What follows belongs to an exercise in optimizing a design on an open flow for small area and a short achievable clock period; a production flow would make more cautious choices.
RTL that was checked went through simulation tests only; none was proved equivalent to the original.
Power figures rest on the tool's default switching activity, not on a simulated workload.

## run A
// systolic_array
module systolic_array #(
  parameter int ROW_DIM = 4
) (
  input logic clk, rst,
  input logic en, clear,
  input logic signed [7:0] row0_in, row1_in, row2_in, row3_in,
  input logic signed [7:0] col0_in, col1_in, col2_in, col3_in,
  output logic signed [31:0] mac00, mac01, mac02, mac03,  
  output logic signed [31:0] mac10, mac11, mac12, mac13,
  output logic signed [31:0] mac20, mac21, mac22, mac23,
  output logic signed [31:0] mac30, mac31, mac32, mac33
);
  logic [7:0] x1 [4], x2 [4], x3 [4];
  logic [3:1] valid;
  logic [7:0] col_in [4];
  assign col_in[0] = col0_in;
  assign col_in[1] = col1_in;
  assign col_in[2] = col2_in;
  assign col_in[3] = col3_in;
  always_ff @(posedge clk or posedge rst) begin
    if (rst) valid <= '0;
    else if (clear) valid <= '0;
    else if (en) valid <= {valid[2:1], 1'b1};
  end
  logic zero;
  always_ff @(posedge clk or posedge rst) begin
    if (rst) zero <= 1'b1;
    else zero <= clear | (zero & ~en);
  end
  always_ff @(posedge clk) begin
    if (en) begin
      for (int c = 0; c < 4; c++) begin
        x1[c] <= col_in[c];
        x2[c] <= x1[c];
        x3[c] <= x2[c];
      end
    end
  end
  logic [7:0] a0, a1, a2, a3;
  assign a0 = row0_in & {8{en}};
  assign a1 = row1_in & {8{en}};
  assign a2 = row2_in & {8{en}};
  assign a3 = row3_in & {8{en}};
  logic [7:0] b1 [4], b2 [4], b3 [4];
  always_comb begin
    for (int c = 0; c < 4; c++) begin
      b1[c] = x1[c] & {8{valid[1]}};
      b2[c] = x2[c] & {8{valid[2]}};
  ...
Size: ~580 I/O pins, roughly 0.060 mm2 of cells after synthesis.
==> flow/config.mk <==
export PLATFORM = sky130hd
export DESIGN_NAME = systolic_array
export DESIGN_NICKNAME = systolic_array
export VERILOG_FILES = /design/flow/design.v
export SDC_FILE = /design/flow/constraint.sdc
export NUM_CORES = 4
export LEC_CHECK = 0
export CAP_MARGIN = 20
export CORE_MARGIN = 2
export CORE_UTILIZATION = 62
export CTS_BUF_LIST = sky130_fd_sc_hd__clkbuf_4 sky130_fd_sc_hd__clkbuf_8
export PLACE_DENSITY = 0.75
export SETUP_SLACK_MARGIN = 3.7
export SLEW_MARGIN = 20
export SYNTH_HIERARCHICAL = 1
==> flow/constraint.sdc <==
create_clock -name core_clock -period 9.0 [get_ports {clk}]
set_input_delay 1.8000 -clock core_clock [delete_from_list [all_inputs] [get_ports {clk}]]
set_output_delay 1.8000 -clock core_clock [all_outputs]
set_load 0.01 [all_outputs]
standard.sh (not shown) runs the stock make flow with config.mk's settings and CLKGATE_MAP_FILE= SYNTH_SCRIPT=/design/flow/synth_recipe.tcl, a recipe that flattens the netlist after the stock synthesis.
==> flow/flow/run.sh <==
#!/bin/bash
# Standard ORFS layout with three changes:
#  - after the standard synthesis, full adders are re-polarised (flow/fapol.py)
#    to drop most of the inverters Yosys leaves between them;
#  - input ports are buffered with buf_4 (flow/pre_place.tcl) and output
#    ports with buf_1, instead of the default buffer cell.
# Each tool's output goes to a log file of its own in this folder.
set -euo pipefail
R=orfs/results/${FLOW_PLATFORM}/systolic_array/base
bash standard.sh synth > synth.log 2>&1
python3 flow/fapol.py $R/1_2_yosys.v $R/1_2_yosys_pol.v > fapol.log 2>&1
cp $R/1_2_yosys.v 1_2_yosys_std.v
mv $R/1_2_yosys_pol.v $R/1_2_yosys.v
rm -f $R/1_synth.odb $R/1_synth.sdc
export PRE_GLOBAL_PLACE_TCL=$PWD/flow/pre_place.tcl
export POST_GLOBAL_PLACE_TCL=$PWD/flow/post_place.tcl
export BUFFER_PORTS_ARGS="-outputs -buffer_cell sky130_fd_sc_hd__buf_1"
bash standard.sh finish > layout.log 2>&1
Other scripts of this flow, unchanged in this note and not shown: flow/flow/fapol.py, flow/flow/post_place.tcl, flow/flow/pre_place.tcl
Run A completed end to end with timing, DRC and antenna clean.
Here is what was changed in the inputs of run B compared with run A.
--- a/flow/config.mk
+++ b/flow/config.mk
@@ -11,0 +12 @@
+export GPL_ROUTABILITY_DRIVEN = 0
- Run B and run A ended up with nearly the same combinational logic power.
- Hold slack: run A vs run B, no meaningful difference
- Run A -> run B: area growth from synthesis to layout delta 0, exact match
- Diff run A..run B | routed length on met2 | negligible
Modified inputs, run C compared to run B
--- a/flow/config.mk
+++ b/flow/config.mk
@@ -10 +10 @@
-export CORE_UTILIZATION = 62
+export CORE_UTILIZATION = 66
@@ -12,3 +12 @@
-export GPL_ROUTABILITY_DRIVEN = 0
-export PLACE_DENSITY = 0.75
-export SETUP_SLACK_MARGIN = 3.7
+export SETUP_SLACK_MARGIN = 3.8
- Detailed route, run C vs run B: via total higher for run C
- The fmax of run C was superior to that of run B.
- When run C is measured against run B, its utilization turns out 5.5 points higher.
- Between run C and run B, it is run C whose clock-buffer cell count is higher, by about 1.1%.
- Diff run B -> run C: switching share of power now sits lower; met1 track demand over resource went up; TritonCTS buffer count shows an increase of 1; largest driver fanout on the critical path went up by 4.
[inputs] run D vs run C
--- a/flow/config.mk
+++ b/flow/config.mk
@@ -10 +10 @@
-export CORE_UTILIZATION = 66
+export CORE_UTILIZATION = 62
@@ -12 +12 @@
-export SETUP_SLACK_MARGIN = 3.8
+export SETUP_SLACK_MARGIN = 3.7
Notes after the runs:
Every stage of the flow completed for run D, and the final layout passed the timing, design-rule and antenna checks. Run D vs. run C: fraction of area in non-clock buffers fell by 0.44 points, area growth from synthesis to final layout fell by 0.95 points, part of the total power dissipated in the clock network fell by 0.6 points, number of multi-input combinational cells in the layout stayed essentially flat, count of nets after finishing fell by 0.54%. In the metrics for run D and run C, the one carrying the lower setup slack after layout is run D. After detailed routing, run C needs less wire than run D. Cmp run D and run C / share of layout cells above drive strength 1 / higher: run C.

---

## old
Another version of the RTL of systolic_array (not shown whole).
Size: roughly 0.063 sq mm of cells after synthesis.
==> flow/design.v (excerpt) <==
module systolic_array #(
  parameter int ROW_DIM = 4
) (
  input logic clk, rst,
  input logic en, clear,
  input logic signed [7:0] row0_in, row1_in, row2_in, row3_in,
  input logic signed [7:0] col0_in, col1_in, col2_in, col3_in,
  output logic signed [31:0] mac00, mac01, mac02, mac03,  
  output logic signed [31:0] mac10, mac11, mac12, mac13,
  output logic signed [31:0] mac20, mac21, mac22, mac23,
  output logic signed [31:0] mac30, mac31, mac32, mac33
);
Settings: LEC_CHECK=0, CAP_MARGIN=20, CORE_MARGIN=2, CORE_UTILIZATION=60, CTS_BUF_LIST=sky130_fd_sc_hd__clkbuf_4 sky130_fd_sc_hd__clkbuf_8, SETUP_SLACK_MARGIN=3.5, SLEW_MARGIN=20, SYNTH_HIERARCHICAL=1; clock period 9.0 ns.
==> flow/flow/run.sh <==
#!/bin/bash
# Standard ORFS layout with three changes:
#  - after the standard synthesis, full adders are re-polarised (flow/fapol.py)
#    to drop most of the inverters Yosys leaves between them;
#  - input ports are buffered with buf_4 (flow/pre_place.tcl) and output
#    ports with buf_1, instead of the default buffer cell.
# Each tool's output goes to a log file of its own in this folder.
set -euo pipefail
R=orfs/results/${FLOW_PLATFORM}/systolic_array/base
bash standard.sh synth > synth.log 2>&1
python3 flow/fapol.py $R/1_2_yosys.v $R/1_2_yosys_pol.v > fapol.log 2>&1
cp $R/1_2_yosys.v 1_2_yosys_std.v
mv $R/1_2_yosys_pol.v $R/1_2_yosys.v
rm -f $R/1_synth.odb $R/1_synth.sdc
export PRE_GLOBAL_PLACE_TCL=$PWD/flow/pre_place.tcl
export BUFFER_PORTS_ARGS="-outputs -buffer_cell sky130_fd_sc_hd__buf_1"
bash standard.sh finish > layout.log 2>&1
Other scripts of this flow, unchanged in this note and not shown: flow/flow/fapol.py, flow/flow/pre_place.tcl
old: PASS, flow complete, no timing, DRC or antenna violations
For new, these inputs were changed with respect to old:
# old
export LEC_CHECK = 0
export CAP_MARGIN = 20
export CORE_MARGIN = 2
export CORE_UTILIZATION = 60
export CTS_BUF_LIST = sky130_fd_sc_hd__clkbuf_4 sky130_fd_sc_hd__clkbuf_8
export SETUP_SLACK_MARGIN = 3.5
export SLEW_MARGIN = 20
export SYNTH_HIERARCHICAL = 1
create_clock -name core_clock -period 9.0 [get_ports {clk}]
# new
export LEC_CHECK = 0
export CAP_MARGIN = 20
export CORE_MARGIN = 2
export CORE_UTILIZATION = 40
export SETUP_SLACK_MARGIN = 3.5
export SLEW_MARGIN = 20
export SYNTH_HIERARCHICAL = 1
create_clock -name core_clock -period 9.0 [get_ports {clk}]
diff --git a/flow/flow/run.sh b/flow/flow/run.sh
--- a/flow/flow/run.sh
+++ b/flow/flow/run.sh
@@ -15,2 +15,3 @@
 export PRE_GLOBAL_PLACE_TCL=$PWD/flow/pre_place.tcl
+export POST_GLOBAL_PLACE_TCL=$PWD/flow/post_place.tcl
 export BUFFER_PORTS_ARGS="-outputs -buffer_cell sky130_fd_sc_hd__buf_1"
==> flow/flow/post_place.tcl (new file) <==
# Undo the dont_touch of pre_place.tcl once global placement is done, so that
# later steps treat the input buffers like any other cell.
foreach inst [get_cells -filter "ref_name == sky130_fd_sc_hd__buf_4"] {
  unset_dont_touch $inst
}
[summary]
- Of old and new, old shows the higher effective utilization at floorplan, with new below it.
- Between old and new, the difference in non-clock buffer count is negligible.
- A highest routing layer actually used of met5 is what old shows, while met4 belongs to new.
- When new is set beside old, its placed standard-cell area turns out to be 1.3% larger.
- [new vs old] switching power share of the total: higher in new
- Diff old -> new: clock buffer and inverter area fraction after layout flat; total net switching power up about 2.7%; post-cts repair resize count down 1.

---

v6:
systolic_array, a different RTL version from the one above (not shown whole).
Size: ~6400 cells after synthesis, about 580 I/O pins.
Settings: LEC_CHECK=0, CAP_MARGIN=20, CORE_MARGIN=2, CORE_UTILIZATION=40, SETUP_SLACK_MARGIN=3.0, SLEW_MARGIN=20, SYNTH_HIERARCHICAL=1; clock period 9.0 ns.
==> flow/flow/run.sh <==
#!/bin/bash
# Standard ORFS layout with three changes:
#  - after the standard synthesis, full adders are re-polarised (flow/fapol.py)
#    to drop most of the inverters Yosys leaves between them;
#  - input ports are buffered with buf_4 (flow/pre_place.tcl) and output
#    ports with buf_1, instead of the default buffer cell.
# Each tool's output goes to a log file of its own in this folder.
set -euo pipefail
R=orfs/results/${FLOW_PLATFORM}/systolic_array/base
bash standard.sh synth > synth.log 2>&1
python3 flow/fapol.py $R/1_2_yosys.v $R/1_2_yosys_pol.v > fapol.log 2>&1
cp $R/1_2_yosys.v 1_2_yosys_std.v
mv $R/1_2_yosys_pol.v $R/1_2_yosys.v
rm -f $R/1_synth.odb $R/1_synth.sdc
export PRE_GLOBAL_PLACE_TCL=$PWD/flow/pre_place.tcl
export POST_GLOBAL_PLACE_TCL=$PWD/flow/post_place.tcl
export BUFFER_PORTS_ARGS="-outputs -buffer_cell sky130_fd_sc_hd__buf_1"
bash standard.sh finish > layout.log 2>&1
Other scripts of this flow, unchanged in this note and not shown: flow/flow/fapol.py, flow/flow/post_place.tcl, flow/flow/pre_place.tcl
v6: PASS, flow complete, no timing, DRC or antenna violations
> inputs changed (v6 -> v7)
Settings: SETUP_SLACK_MARGIN changed from 3.0 to 3.5.
==> summary.txt <==
- On final worst-path cycle share: v7 sits below v6.
- Delta (v7 minus v6): post-layout worst setup margin picked up an extra 0.51 ns; maximum number of pins on one net before global-route repair lost 21%.
- Total power of the final layout was lower in the run labelled v6.
- Actual slew at the worst max-slew pin is higher on v6
- Via count ended up 1.7% higher on v7 than on v6.
- Comparing v7 and v6, the higher post-synthesis to final-layout area growth was measured on v7.
- Diff v6 -> v7: power drawn by the combinational cells increased about 3%; maximum clock rate increased 16 MHz; clock edge transition at the registers on the reported setup and hold paths essentially unchanged.
No functional check of the RTL was part of any run of this note.

---

systolic_array, a different RTL version from the one above (not shown whole).
Size in the first run: about 6,000 cells after synthesis, about 610 flip-flops, ~580 I/O pins, roughly 61,000 µm² of cells after synthesis.
// systolic_array
module systolic_array #(
  parameter int ROW_DIM = 4
) (
  input logic clk, rst,
  input logic en, clear,
  input logic signed [7:0] row0_in, row1_in, row2_in, row3_in,
  input logic signed [7:0] col0_in, col1_in, col2_in, col3_in,
  output logic signed [31:0] mac00, mac01, mac02, mac03,  
  output logic signed [31:0] mac10, mac11, mac12, mac13,
  output logic signed [31:0] mac20, mac21, mac22, mac23,
  output logic signed [31:0] mac30, mac31, mac32, mac33
);
Settings: LEC_CHECK=0, CAP_MARGIN=20, CORE_MARGIN=2, CORE_UTILIZATION=40, SETUP_SLACK_MARGIN=4, SLEW_MARGIN=20; clock period 9.0 ns.
run.sh (not shown) runs the stock make flow with config.mk's settings and CLKGATE_MAP_FILE= SYNTH_SCRIPT=/design/flow/synth_recipe.tcl, a recipe that flattens the netlist after the stock synthesis.
Stock flow here: none of the scripts above is used.
Edit:
--- a/flow/config.mk
+++ b/flow/config.mk
@@ -10,3 +10,3 @@
 export CORE_UTILIZATION = 40
-export SETUP_SLACK_MARGIN = 4
+export SETUP_SLACK_MARGIN = 3
 export SLEW_MARGIN = 20
Total power came out lower by 6.2%.
Die area is unchanged.
Worst hold slack got worse by 0.0046 ns.
Sequential power stays flat.
Via count came out lower by 2.0%.
No functional check of the RTL was part of any run of this note.

---

systolic_array, a different RTL version from the one above (not shown whole).
clock: 9.0 ns
lec_check: 0
cap_margin: 20
core_margin: 2
core_utilization: 40
setup_slack_margin: 3.5
slew_margin: 20
synth_hierarchical: 1
standard.sh (not shown) runs the stock make flow with config.mk's settings and CLKGATE_MAP_FILE= SYNTH_SCRIPT=/design/flow/synth_recipe.tcl, a recipe that flattens the netlist after the stock synthesis.
==> flow/flow/run.sh <==
#!/bin/bash
# Standard ORFS layout with three changes:
#  - after the standard synthesis, full adders are re-polarised (flow/fapol.py)
#    to drop most of the inverters Yosys leaves between them;
#  - input ports are buffered with buf_4 (flow/pre_place.tcl) and output
#    ports with buf_1, instead of the default buffer cell.
# Each tool's output goes to a log file of its own in this folder.
set -euo pipefail
R=orfs/results/${FLOW_PLATFORM}/systolic_array/base
bash standard.sh synth > synth.log 2>&1
python3 flow/fapol.py $R/1_2_yosys.v $R/1_2_yosys_pol.v > fapol.log 2>&1
cp $R/1_2_yosys.v 1_2_yosys_std.v
mv $R/1_2_yosys_pol.v $R/1_2_yosys.v
rm -f $R/1_synth.odb $R/1_synth.sdc
export PRE_GLOBAL_PLACE_TCL=$PWD/flow/pre_place.tcl
export BUFFER_PORTS_ARGS="-outputs -buffer_cell sky130_fd_sc_hd__buf_1"
bash standard.sh finish > layout.log 2>&1
==> flow/flow/pre_place.tcl <==
# Remove synthesis buffers (as the timing-driven placement does) and buffer
# the input ports here with buf_4; global_place.tcl then buffers the outputs.
# The input buffers are marked dont_touch so that the timing-driven
# placement's remove_buffers keeps them.
remove_buffers
buffer_ports -inputs -buffer_cell sky130_fd_sc_hd__buf_4
foreach inst [get_cells -filter "ref_name == sky130_fd_sc_hd__buf_4"] {
  set_dont_touch $inst
}
Other scripts of this flow, unchanged in this note and not shown: flow/flow/fapol.py
Then changed:
==> flow/flow/pre_place.tcl (replaced) <==
# Buffer the input ports here with buf_4; global_place.tcl then buffers the
# outputs. The input buffers are marked dont_touch so that the timing-driven
# placement's remove_buffers keeps them.
buffer_ports -inputs -buffer_cell sky130_fd_sc_hd__buf_4
foreach port [get_ports -filter "direction == input"] {
  foreach pin [get_pins -of_objects [get_nets -of_objects $port]] {
    set inst [get_cells -of_objects $pin]
    if {[get_property $inst ref_name] == "sky130_fd_sc_hd__buf_4"} {
      set_dont_touch $inst
    }
  }
}
=> This time the run failed in global placement; synthesized area does not change; synthesized cell count does not change.
No run of this note included a check of the RTL's function; only the layout flow was run.

---

systolic_array, a different RTL version from the one above (not shown whole).
For scale: ~6,300 cells after synthesis, ~580 I/O pins, about 62,000 um2 of cells after synthesis.
Settings: LEC_CHECK=0, CAP_MARGIN=20, CORE_MARGIN=2, CORE_UTILIZATION=62, CTS_BUF_LIST=sky130_fd_sc_hd__clkbuf_4 sky130_fd_sc_hd__clkbuf_8, SETUP_SLACK_MARGIN=4.1, SLEW_MARGIN=20, SYNTH_HIERARCHICAL=1; clock period 9.0 ns.
==> flow/flow/run.sh <==
#!/bin/bash
# Standard ORFS layout with three changes:
#  - after the standard synthesis, full adders are re-polarised (flow/fapol.py)
#    to drop most of the inverters Yosys leaves between them;
#  - input ports are buffered with buf_4 (flow/pre_place.tcl) and output
#    ports with buf_1, instead of the default buffer cell.
# Each tool's output goes to a log file of its own in this folder.
set -euo pipefail
R=orfs/results/${FLOW_PLATFORM}/systolic_array/base
bash standard.sh synth > synth.log 2>&1
python3 flow/fapol.py $R/1_2_yosys.v $R/1_2_yosys_pol.v > fapol.log 2>&1
cp $R/1_2_yosys.v 1_2_yosys_std.v
mv $R/1_2_yosys_pol.v $R/1_2_yosys.v
rm -f $R/1_synth.odb $R/1_synth.sdc
export PRE_GLOBAL_PLACE_TCL=$PWD/flow/pre_place.tcl
export POST_GLOBAL_PLACE_TCL=$PWD/flow/post_place.tcl
export BUFFER_PORTS_ARGS="-outputs -buffer_cell sky130_fd_sc_hd__buf_1"
bash standard.sh finish > layout.log 2>&1
Other scripts of this flow, unchanged in this note and not shown: flow/flow/fapol.py, flow/flow/post_place.tcl, flow/flow/pre_place.tcl
Change:
--- a/flow/config.mk
+++ b/flow/config.mk
@@ -10 +10 @@
-export CORE_UTILIZATION = 62
+export CORE_UTILIZATION = 70
@@ -12 +12 @@
-export SETUP_SLACK_MARGIN = 4.1
+export SETUP_SLACK_MARGIN = 3.7
After rerunning:
- final area shrinks by 5.3%
- power shrinks by 5.3%
- sequential share of layout area grows by 1.0 points
- critical path depth shrinks by 2
- via count shrinks by 3.0%
- clock-buffer cell count shrinks by 21
- setup slack got worse by 78 ps
Change:
--- a/flow/config.mk
+++ b/flow/config.mk
@@ -10 +10 @@
-export CORE_UTILIZATION = 70
+export CORE_UTILIZATION = 62
Flip-flop and latch count is unchanged.
Synthesized area is unchanged.
Combinational power hardly moves.
Worst setup slack degrades by 5.6 ps.
Power drops by about 0.8%.
Die area climbs by 13%.
Change:
--- a/flow/config.mk
+++ b/flow/config.mk
@@ -10,3 +10,2 @@
-export CORE_UTILIZATION = 62
-export CTS_BUF_LIST = sky130_fd_sc_hd__clkbuf_4 sky130_fd_sc_hd__clkbuf_8
-export SETUP_SLACK_MARGIN = 3.7
+export CORE_UTILIZATION = 40
+export SETUP_SLACK_MARGIN = 3.5
The new run completed with no timing, DRC or antenna violations.
Wire length increases by 7.3%.
Fmax decreases by 3.3%.
First-iteration DRC count decreases by 21%.
Via count decreases by 1.5%.
Cell area increases by 1.6%.
Synthesized cell count does not change.
Global-route usage decreases by 10 points.
Worst setup slack gets worse by 180 ps.
Total power increases by 3.5%.
Clock-buffer cell count decreases by 61.
Combinational power stays flat.
Change:
--- a/flow/config.mk
+++ b/flow/config.mk
@@ -10 +10,2 @@
-export CORE_UTILIZATION = 40
+export CORE_UTILIZATION = 62
+export CTS_BUF_LIST = sky130_fd_sc_hd__clkbuf_4 sky130_fd_sc_hd__clkbuf_8
=> The new run went through all stages and came out clean; wire length is lower by 8.5%; synthesized cell count stays the same; count of clock-buffer cells in the layout is higher by 51; maximum frequency is lower by 0.46%; die area is lower by 35%; non-clock buffer count is lower by 32; utilization is higher by 24 points; total power is lower by 4.1%.
Change:
--- a/flow/config.mk
+++ b/flow/config.mk
@@ -12 +12 @@
-export SETUP_SLACK_MARGIN = 3.5
+export SETUP_SLACK_MARGIN = 3.9
The changed run produced a clean layout.
Sequential power is about the same.
Hold slack got worse by 29 ps.
Clock power climbs by about 5%.
Area after synthesis is unchanged.

==> re-timing with driven ports <==
The flow's constraints put no driver on any port. The routed layouts listed below were extracted and timed again, unchanged, in two steps.
Step 1 assumes that a clkbuf_16 drives the clock port and a buf_2 every other input.
Step 2 times the ports against the registers' clock, not the clock port: input delays grow and output delays shrink by t, the midpoint of the rising clock arrivals with the driver on.
Slacks: no drivers / after step 1 / after step 2; pairs: no drivers / after step 1.
run | t, ns | setup slack, ns | latest minus earliest clock arrival (ns)
run A | 0.871 | 3.766 / 3.509 / 2.638 | 0.057 / 0.057
run B | 0.871 | 3.766 / 3.509 / 2.638 | 0.057 / 0.057
run C | 0.891 | 3.832 / 3.531 / 2.640 | 0.075 / 0.074
run D | 0.875 | 3.766 / 3.466 / 2.591 | 0.056 / 0.056
old | 0.879 | 3.489 / 3.227 / 2.348 | 0.054 / 0.054
new | 0.769 | 3.518 / 3.276 / 2.507 | 0.036 / 0.036
v6 | 0.796 | 3.059 / 3.063 / 2.267 | 0.031 / 0.031
v7 | 0.779 | 3.568 / 3.405 / 2.626 | 0.033 / 0.034
the first run of note 4 | 0.760 | 1.623 / 1.639 / 0.879 | 0.033 / 0.033
the second run of note 4 | 0.756 | 1.654 / 1.670 / 0.914 | 0.029 / 0.029
the first run of note 5 | 0.774 | 3.413 / 3.315 / 2.541 | 0.035 / 0.035
the first run of note 6 | 0.865 | 3.820 / 3.198 / 2.333 | 0.041 / 0.041
the second run of note 6 | 0.849 | 3.742 / 3.458 / 2.609 | 0.043 / 0.043
the third run of note 6 | 0.875 | 3.737 / 3.530 / 2.655 | 0.025 / 0.025
the fourth run of note 6 | 0.758 | 3.559 / 3.301 / 2.543 | 0.035 / 0.035
the fifth run of note 6 | 0.861 | 3.533 / 3.286 / 2.425 | 0.063 / 0.062
the sixth run of note 6 | 0.873 | 3.843 / 3.339 / 2.467 | 0.039 / 0.039
After both steps setup and hold are still met in every run listed. For the first run of note 6, which loses most, drivers alone change the setup slack by -0.622 ns; drivers and shift together by -1.487 ns.
